Background: an optimization exercise with open tools, aiming at small area. Do not read the settings as production practice.
At most, simulation tests tie the RTL to the original design; equivalence was not proved.
No activity file was given, so power comes from the tool's default toggle rates.

## job 8156
## tot6502
module tot6502(
	input  clk,
	input  enable,
	input  [7:0]dati,
	output [7:0]dato,
	output [15:0]addr,
	output rw,
	input  rst_n,
	input  irq_n,
	input  nmi_n,
	input  rdy
);
For scale: about 890 cells after synthesis, roughly 98 flip-flops, about 39 I/O pins.
==> flow/config.mk <==
export PLATFORM = sky130hd
export DESIGN_NAME = tot6502
export DESIGN_NICKNAME = tot6502
export VERILOG_FILES = /design/flow/design.v
export SDC_FILE = /design/flow/constraint.sdc
export NUM_CORES = 4
export LEC_CHECK = 0
export ABC_AREA = 1
export CAP_MARGIN = 20
export CORE_MARGIN = 2
export CORE_UTILIZATION = 60
export SLEW_MARGIN = 20
==> flow/constraint.sdc <==
create_clock -name core_clock -period 8.5 [get_ports {clk}]
set_input_delay 1.7000 -clock core_clock [delete_from_list [all_inputs] [get_ports {clk}]]
set_output_delay 1.7000 -clock core_clock [all_outputs]
set_load 0.01 [all_outputs]
standard.sh (not shown) runs the stock make flow with config.mk's settings and CLKGATE_MAP_FILE= SYNTH_SCRIPT=/design/flow/synth_recipe.tcl, a recipe that flattens the netlist after the stock synthesis.
==> flow/flow/run.sh <==
#!/bin/bash
# The standard layout (standard.sh) with these changes:
#  - synthesis: the standard flow's own synthesis script, with only the ABC mapping script replaced by
#    flow/abc_area.script (area-oriented mapping); registers are mapped exactly as before
#  - the smallest buffer cell for the port buffers
#  - clock tree synthesis with clkbuf_8 buffers, small clusters, without dummy loads
#  - timing-driven global placement keeps none of its trial buffering
# Each tool's output goes to the logs under orfs/logs (ORFS) and to standard_sh.log.
set -e
here=$(pwd)
{ echo 'proc abc {args} { set i [lsearch $args -script]; if {$i >= 0} { lset args [expr {$i + 1}] $::env(AREA_ABC_SCRIPT) }; yosys abc {*}$args }'
  cat synth_recipe.tcl; } > synth_area.tcl
sed "s|SYNTH_SCRIPT=[^ ]*|SYNTH_SCRIPT=$here/synth_area.tcl|" standard.sh > standard_area.sh
export AREA_ABC_SCRIPT="$here/flow/abc_area.script"
export BUFFER_PORTS_ARGS="-buffer_cell sky130_fd_sc_hd__buf_1"
export CTS_ARGS="-sink_clustering_enable -repair_clock_nets -dont_use_dummy_load -buf_list sky130_fd_sc_hd__clkbuf_8 -sink_clustering_size 12 -sink_clustering_max_diameter 60"
export GPL_KEEP_OVERFLOW=0
bash standard_area.sh > standard_sh.log 2>&1
==> flow/flow/abc_area.script <==
strash
&get -n
&st
&dch -f
&nf -p -R 1000
&put
topo
stime -c
dnsize -c
For job 3476, these inputs were changed with respect to job 8156:
--- a/flow/flow/abc_area.script
+++ b/flow/flow/abc_area.script
@@ -1,2 +1,8 @@
+strash
+&get -n
+&st
+&dch -f
+&nf -p -R 1000
+&put
 strash
 &get -n
--- a/flow/config.mk
+++ b/flow/config.mk
@@ -9,4 +9,4 @@
 export CAP_MARGIN = 20
 export CORE_MARGIN = 2
-export CORE_UTILIZATION = 60
+export CORE_UTILIZATION = 70
 export SLEW_MARGIN = 20
Findings:
No stage failed in job 3476, and the final checks on the layout all came back clean.
Area enclosed by the die boundary shrinks by more than 10% when moving from job 8156 to job 3476.
Compared with job 8156, in job 3476 power of the sequential group comparable, global-route usage increased 9.5 points.
diff inputs: job 3476 => job 1475
--- a/flow/flow/run.sh
+++ b/flow/flow/run.sh
@@ -4,5 +4,6 @@
 #    flow/abc_area.script (area-oriented mapping); registers are mapped exactly as before
 #  - the smallest buffer cell for the port buffers
-#  - clock tree synthesis with clkbuf_8 buffers, small clusters, without dummy loads
+#  - clock tree synthesis without dummy loads
+#  - power recovery (downsizing cells off the critical paths) after global routing
 #  - timing-driven global placement keeps none of its trial buffering
 # Each tool's output goes to the logs under orfs/logs (ORFS) and to standard_sh.log.
@@ -14,5 +15,6 @@
 export AREA_ABC_SCRIPT="$here/flow/abc_area.script"
 export BUFFER_PORTS_ARGS="-buffer_cell sky130_fd_sc_hd__buf_1"
-export CTS_ARGS="-sink_clustering_enable -repair_clock_nets -dont_use_dummy_load -buf_list sky130_fd_sc_hd__clkbuf_8 -sink_clustering_size 12 -sink_clustering_max_diameter 60"
+export CTS_ARGS="-sink_clustering_enable -repair_clock_nets -dont_use_dummy_load"
+export RECOVER_POWER=100
 export GPL_KEEP_OVERFLOW=0
 bash standard_area.sh > standard_sh.log 2>&1
==> flow/flow/abc_area.script <==
strash
&get -n
&st
&dch -f
&nf -p -R 1000
&put
topo
stime -c
dnsize -c
--- a/flow/config.mk
+++ b/flow/config.mk
@@ -9,4 +9,4 @@
 export CAP_MARGIN = 20
 export CORE_MARGIN = 2
-export CORE_UTILIZATION = 70
+export CORE_UTILIZATION = 60
 export SLEW_MARGIN = 20
Results
The capture point of the worst path comes out dl[7]$_DFFE_PP_ in one run and fz$_SDFFE_PN0P_ in the other, namely in job 3476 and job 1475 respectively.
Measured against job 1475, the total power of job 3476 comes out at 0.928 times the reference value.
Diff job 3476 -> job 1475: global-route wire length before repair picked up an extra 0.53%; clock skew fell by 12 ps; detailed-route wire length went down; area enclosed by the die boundary now larger; hold slack moved down.
The count of multi-input combinational gates was comparable across job 3476 and job 1475.
Every stage of job 1475 finished as expected; the final checks, on the other hand, flagged max-capacitance violations, max-slew violations, which means the layout fails.
Synthesized cell count delta for job 1475 relative to job 3476: 0.45% higher
Power share of the combinational group (lower): job 1475
For job 7974, these inputs were changed with respect to job 1475:
--- a/flow/flow/run.sh
+++ b/flow/flow/run.sh
@@ -5,5 +5,4 @@
 #  - the smallest buffer cell for the port buffers
 #  - clock tree synthesis without dummy loads
-#  - power recovery (downsizing cells off the critical paths) after global routing
 #  - timing-driven global placement keeps none of its trial buffering
 # Each tool's output goes to the logs under orfs/logs (ORFS) and to standard_sh.log.
@@ -16,5 +15,4 @@
 export BUFFER_PORTS_ARGS="-buffer_cell sky130_fd_sc_hd__buf_1"
 export CTS_ARGS="-sink_clustering_enable -repair_clock_nets -dont_use_dummy_load"
-export RECOVER_POWER=100
 export GPL_KEEP_OVERFLOW=0
 bash standard_area.sh > standard_sh.log 2>&1
Findings:
Share of the final layout cell area in multi-input gates essentially unchanged between job 1475 and job 7974. According to the power report, total power for job 7974 is higher than for job 1475. Diff job 1475..job 7974 | wire length | negligible. On proportion of total power due to net switching: between job 7974 and job 1475, it ends up lower for job 1475. Job 1475 and job 7974 ended up with roughly the same combinational power. Going from job 1475 to job 7974, the area growth from synthesis to layout was found to have gone up by 0.24 points. Job 7974 | status: complete | timing, DRC, antenna: pass. From the logs: job 1475 reached the end of the flow and failed the layout checks with max-capacitance violations, max-slew violations. Compared with job 1475, job 7974 shows a first-pass detailed-route iteration total that is 3 higher. Cmp job 7974 and job 1475 / via count / lower: job 7974.

---

== before ==
tot6502, a different RTL version from the one above (not shown whole).
Size in the first run: roughly 880 cells after synthesis, roughly 98 flip-flops, roughly 39 I/O pins, roughly 7600 µm² of cells after synthesis.
export LEC_CHECK = 0
export ABC_AREA = 1
export CAP_MARGIN = 20
export CORE_MARGIN = 2
export CORE_UTILIZATION = 60
export SLEW_MARGIN = 20
create_clock -name core_clock -period 8.5 [get_ports {clk}]
==> flow/flow/run.sh <==
#!/bin/bash
# The standard layout (standard.sh) with these changes:
#  - synthesis: the standard flow's own synthesis script, with only the ABC mapping script replaced by
#    flow/abc_area.script (area-oriented mapping); registers are mapped exactly as before
#  - the smallest buffer cell for the port buffers
#  - clock tree synthesis without dummy loads
#  - power recovery (downsizing cells off the critical paths) after global routing
#  - timing-driven global placement keeps none of its trial buffering
# Each tool's output goes to the logs under orfs/logs (ORFS) and to standard_sh.log.
set -e
here=$(pwd)
{ echo 'proc abc {args} { set i [lsearch $args -script]; if {$i >= 0} { lset args [expr {$i + 1}] $::env(AREA_ABC_SCRIPT) }; yosys abc {*}$args }'
  cat synth_recipe.tcl; } > synth_area.tcl
sed "s|SYNTH_SCRIPT=[^ ]*|SYNTH_SCRIPT=$here/synth_area.tcl|" standard.sh > standard_area.sh
export AREA_ABC_SCRIPT="$here/flow/abc_area.script"
export BUFFER_PORTS_ARGS="-buffer_cell sky130_fd_sc_hd__buf_1"
export CTS_ARGS="-sink_clustering_enable -repair_clock_nets -dont_use_dummy_load"
export RECOVER_POWER=100
export GPL_KEEP_OVERFLOW=0
bash standard_area.sh > standard_sh.log 2>&1
==> flow/flow/abc_area.script <==
strash
&get -n
&st
&dch -f
&nf -p -R 1000
&put
topo
stime -c
dnsize -c
Modified inputs, after compared to before
Settings: an added GPL_TIMING_DRIVEN of 0.
diff --git a/flow/flow/run.sh b/flow/flow/run.sh
--- a/flow/flow/run.sh
+++ b/flow/flow/run.sh
@@ -8 +7,0 @@
-#  - timing-driven global placement keeps none of its trial buffering
@@ -19 +17,0 @@
-export GPL_KEEP_OVERFLOW=0
Notes after the runs:
- after ran in full, but the layout does not pass; the checks complain about negative setup slack.
- after: routed length on met1 lower than before
- Across both runs, portion of total power attributed to combinational logic was higher for after than for before.
- Compared with before, after shows maximum resistive drop on vdd lower by 2.4%.
- In after, normalized max-slew margin is higher than in before.
- Taking before as the reference, in after via count +0.32%; routed wire length decreased 2.0%; final design area excluding fillers down about 0.6%; pre-CTS setup slack decreased by 330 ps relative to the old numbers; leakage power figure went down.

---

fjord:
tot6502 again, from the RTL that the note above started with.
clock: 8.5 ns
lec_check: 0
abc_area: 1
cap_margin: 20
core_margin: 2
core_utilization: 60
slew_margin: 20
==> flow/flow/run.sh <==
#!/bin/bash
# The standard layout (standard.sh) with these changes:
#  - synthesis: the standard flow's own synthesis script, with only the ABC mapping script replaced by
#    flow/abc_area.script (area-oriented mapping); registers are mapped exactly as before
#  - the smallest buffer cell for the port buffers
#  - clock tree synthesis without dummy loads
#  - power recovery (downsizing cells off the critical paths) after global routing
# Each tool's output goes to the logs under orfs/logs (ORFS) and to standard_sh.log.
set -e
here=$(pwd)
{ echo 'proc abc {args} { set i [lsearch $args -script]; if {$i >= 0} { lset args [expr {$i + 1}] $::env(AREA_ABC_SCRIPT) }; yosys abc {*}$args }'
  cat synth_recipe.tcl; } > synth_area.tcl
sed "s|SYNTH_SCRIPT=[^ ]*|SYNTH_SCRIPT=$here/synth_area.tcl|" standard.sh > standard_area.sh
export AREA_ABC_SCRIPT="$here/flow/abc_area.script"
export BUFFER_PORTS_ARGS="-buffer_cell sky130_fd_sc_hd__buf_1"
export CTS_ARGS="-sink_clustering_enable -repair_clock_nets -dont_use_dummy_load"
export RECOVER_POWER=100
bash standard_area.sh > standard_sh.log 2>&1
==> flow/flow/abc_area.script <==
strash
&get -n
&st
&dch -f
&nf -p -R 1000
&put
topo
stime -c
buffer -c
upsize -c
dnsize -c
fjord: done, clean on timing, DRC and antenna
Changes in raven relative to fjord:
==> flow/flow/run.sh <==
#!/bin/bash
export BUFFER_PORTS_ARGS="-buffer_cell sky130_fd_sc_hd__buf_1"
export CTS_ARGS="-sink_clustering_enable -repair_clock_nets -dont_use_dummy_load -buf_list sky130_fd_sc_hd__clkbuf_8"
bash standard.sh > standard_sh.log 2>&1
removed: flow/flow/abc_area.script
==> comparison <==
- Power, raven vs fjord: down by more than 10%
- Summary of the comparison: number of standard cells after synthesis is higher in raven, relative to fjord.
- fjord reports its layer carrying the most global-route usage as met2 while raven reports met1.
- Taking fjord as the reference point, the wire length of the first global-routing pass of raven rises by 2400 um.
- raven reached the final stage; the timing, design-rule and antenna checks on its layout passed.

---

Another version of the RTL of tot6502 (not shown whole).
For scale: ~98 flip-flops, ~7600 sq um of cells after synthesis.
## tot6502
module tot6502(
	input  clk,
	input  enable,
	input  [7:0]dati,
	output [7:0]dato,
	output [15:0]addr,
	output rw,
	input  rst_n,
	input  irq_n,
	input  nmi_n,
	input  rdy
);
	function [8:0]radd(input [7:0]p, input [7:0]q, input ci);
		integer k;
		reg c;
		begin
			c = ci;
			for(k = 0; k < 8; k = k + 1) begin
				radd[k] = p[k] ^ q[k] ^ c;
				c = (p[k] & q[k]) | (c & (p[k] ^ q[k]));
			end
			radd[8] = c;
		end
	endfunction
	reg [7:0]a, x, y, sp;
	reg [7:0]dl;                            
	reg fn, fv, fd, fi, fz, fc;             
	reg [15:0]pc;
	reg [15:0]ab;                            
	reg [7:0]inst;
	reg [2:0]tctr;
	reg pb;
	reg [1:0]nmi_st;
	reg nmi_p;                               
	reg [1:0]irq_st;
	reg [1:0]brk_k;                          
	wire brk_flag = brk_k == 0;
	wire [1:0]brk_v = brk_flag ? 2'd3 : brk_k;
	reg nmi_n_st;
	wire [2:0]ia = inst[7:5];
	wire [2:0]ib = inst[4:2];
	wire [1:0]ic = inst[1:0];
	wire t0 = tctr == 0;
  ...
export LEC_CHECK = 0
export ABC_AREA = 1
export CAP_MARGIN = 20
export CORE_MARGIN = 2
export CORE_UTILIZATION = 60
export SLEW_MARGIN = 20
create_clock -name core_clock -period 8.5 [get_ports {clk}]
==> flow/flow/run.sh <==
#!/bin/bash
# The standard layout (standard.sh) with these changes:
#  - synthesis: the standard flow's own synthesis script, with only the ABC mapping script replaced by
#    flow/abc_area.script (area-oriented mapping); registers are mapped exactly as before
#  - the smallest buffer cell for the port buffers
#  - clock tree synthesis without dummy loads
# Each tool's output goes to the logs under orfs/logs (ORFS) and to standard_sh.log.
set -e
here=$(pwd)
{ echo 'proc abc {args} { set i [lsearch $args -script]; if {$i >= 0} { lset args [expr {$i + 1}] $::env(AREA_ABC_SCRIPT) }; yosys abc {*}$args }'
  cat synth_recipe.tcl; } > synth_area.tcl
sed "s|SYNTH_SCRIPT=[^ ]*|SYNTH_SCRIPT=$here/synth_area.tcl|" standard.sh > standard_area.sh
export AREA_ABC_SCRIPT="$here/flow/abc_area.script"
export BUFFER_PORTS_ARGS="-buffer_cell sky130_fd_sc_hd__buf_1"
export CTS_ARGS="-sink_clustering_enable -repair_clock_nets -dont_use_dummy_load"
bash standard_area.sh > standard_sh.log 2>&1
==> flow/flow/abc_area.script <==
strash
&get -n
&st
&dch -f
&nf -p -R 1000
&put
topo
stime -c
dnsize -c
==> next run, changes <==
==> flow/flow/abc_area.script (replaced) <==
strash
&get -n
&st
&syn2
&dch -f
&nf -p -R 1000
&st
&syn2
&dch -f
&nf -p -R 1000
&put
topo
stime -c
dnsize -c
After rerunning: Fmax goes down by about 1.4%. Combinational power goes down by about 10%. Register-to-register slack degrades by 0.12 ns. Worst hold slack improves by 0.011 ns. Total power goes down by about 2.8%. Design area goes up by 0.53%. Synthesized area goes up by about 0.9%. First-iteration DRC count goes up by 7.3%. Wire length goes down by about 0.45%. Worst setup slack degrades by 0.12 ns.
==> next run, changes <==
==> flow/flow/run.sh (replaced) <==
#!/bin/bash
export BUFFER_PORTS_ARGS="-buffer_cell sky130_fd_sc_hd__buf_1"
export CTS_ARGS="-sink_clustering_enable -repair_clock_nets -dont_use_dummy_load -buf_list sky130_fd_sc_hd__clkbuf_8"
bash standard.sh > standard_sh.log 2>&1
removed: flow/flow/abc_area.script
Result: Area after synthesis climbs by 12%; wire length climbs by 12%; worst hold slack got worse by 0.012 ns; critical path depth climbs by 6; power drops by 5.0%; setup slack improved by 0.23 ns; cell area climbs by 4.7%; sequential cell count does not change.
==> next run, changes <==
--- a/flow/flow/run.sh
+++ b/flow/flow/run.sh
@@ -3,2 +3,3 @@
 export CTS_ARGS="-sink_clustering_enable -repair_clock_nets -dont_use_dummy_load -buf_list sky130_fd_sc_hd__clkbuf_8"
+export RECOVER_POWER=100
 bash standard.sh > standard_sh.log 2>&1
- The new run passed the timing, design-rule and antenna checks
- global-route usage is unchanged
- count of clock-buffer cells in the layout stays the same
- design area goes down by about 0.7%
- utilization goes down by 0.46 points
- non-clock buffer count stays the same
- total power stays flat

---

Setup of violet:
tot6502, a different RTL version from the one above (not shown whole).
For scale: roughly 1200 cells after synthesis.
Settings: LEC_CHECK=0, ABC_AREA=1, CAP_MARGIN=20, CORE_MARGIN=2, CORE_UTILIZATION=60, SLEW_MARGIN=20; clock period 8.5 ns.
==> flow/flow/run.sh <==
#!/bin/bash
export BUFFER_PORTS_ARGS="-buffer_cell sky130_fd_sc_hd__buf_1"
export CTS_ARGS="-sink_clustering_enable -repair_clock_nets -dont_use_dummy_load"
bash standard.sh > standard_sh.log 2>&1
Setup changes, violet to garnet
==> flow/flow/run.sh <==
#!/bin/bash
export BUFFER_PORTS_ARGS="-buffer_cell sky130_fd_sc_hd__buf_1"
export CTS_ARGS="-sink_clustering_enable -repair_clock_nets -dont_use_dummy_load -buf_list sky130_fd_sc_hd__clkbuf_8"
bash standard.sh > standard_sh.log 2>&1
Notes after the runs:
garnet went all the way through synthesis, placement and routing and the layout is clean on timing, DRC and antenna. violet -> garnet: number of DRC violations after detailed-routing iteration 0 increased by a few percent. violet has a higher final clock period utilization by the worst path than garnet. Going from violet to garnet, sum of buffers and inverters on the critical path grows by 1. Sequential fraction of total cell area in garnet is 0.31 points higher than in violet. garnet vs. violet: via count now sits at about the same level, wire length has remained practically unchanged, all-layer global routing usage has remained practically unchanged, post-route cell area has decreased, first-pass GRT wire length fell by 0.41%. garnet ends up with a power that is 99 uW lower than in violet.
No run of this note included a check of the RTL's function; only the layout flow was run.

-- re-timing with driven ports --
Ports are ideal in the flow. The routed layouts listed here were re-timed in OpenROAD.
Step 1 sets driving cells, clkbuf_16 on the clock port and buf_2 on the other inputs (assumed; they add their load-dependent delay and slew).
Step 2 times the ports against the registers' clock, not the clock port: input delays grow and output delays shrink by t, the midpoint of the rising clock arrivals with the driver on.
Three values: no drivers, after step 1, after step 2; two values: the first two.
run	shift t [ns]	setup WS [ns]	worst setup path at the end	cell pins on the clock port's net
job 8156	0.419	0.635 / 0.635 / 0.635	register to register	1
job 3476	0.433	0.452 / 0.452 / 0.452	register to register	1
job 1475	0.394	0.662 / 0.662 / 0.662	register to register	1
job 7974	0.397	0.629 / 0.629 / 0.629	register to register	1
before	0.389	0.157 / 0.157 / 0.157	register to register	1
after	0.390	-0.055 / -0.055 / -0.055	register to register	1
fjord	0.396	0.233 / 0.233 / 0.233	register to register	1
raven	0.417	0.370 / 0.370 / 0.370	register to register	1
the first run of note 4	0.396	0.307 / 0.307 / 0.307	register to register	1
the second run of note 4	0.395	0.189 / 0.189 / 0.189	register to register	1
the third run of note 4	0.426	0.415 / 0.415 / 0.415	register to register	1
the fourth run of note 4	0.432	0.389 / 0.389 / 0.389	register to register	1
violet	0.394	0.390 / 0.390 / 0.390	register to register	1
garnet	0.430	0.491 / 0.491 / 0.491	register to register	1
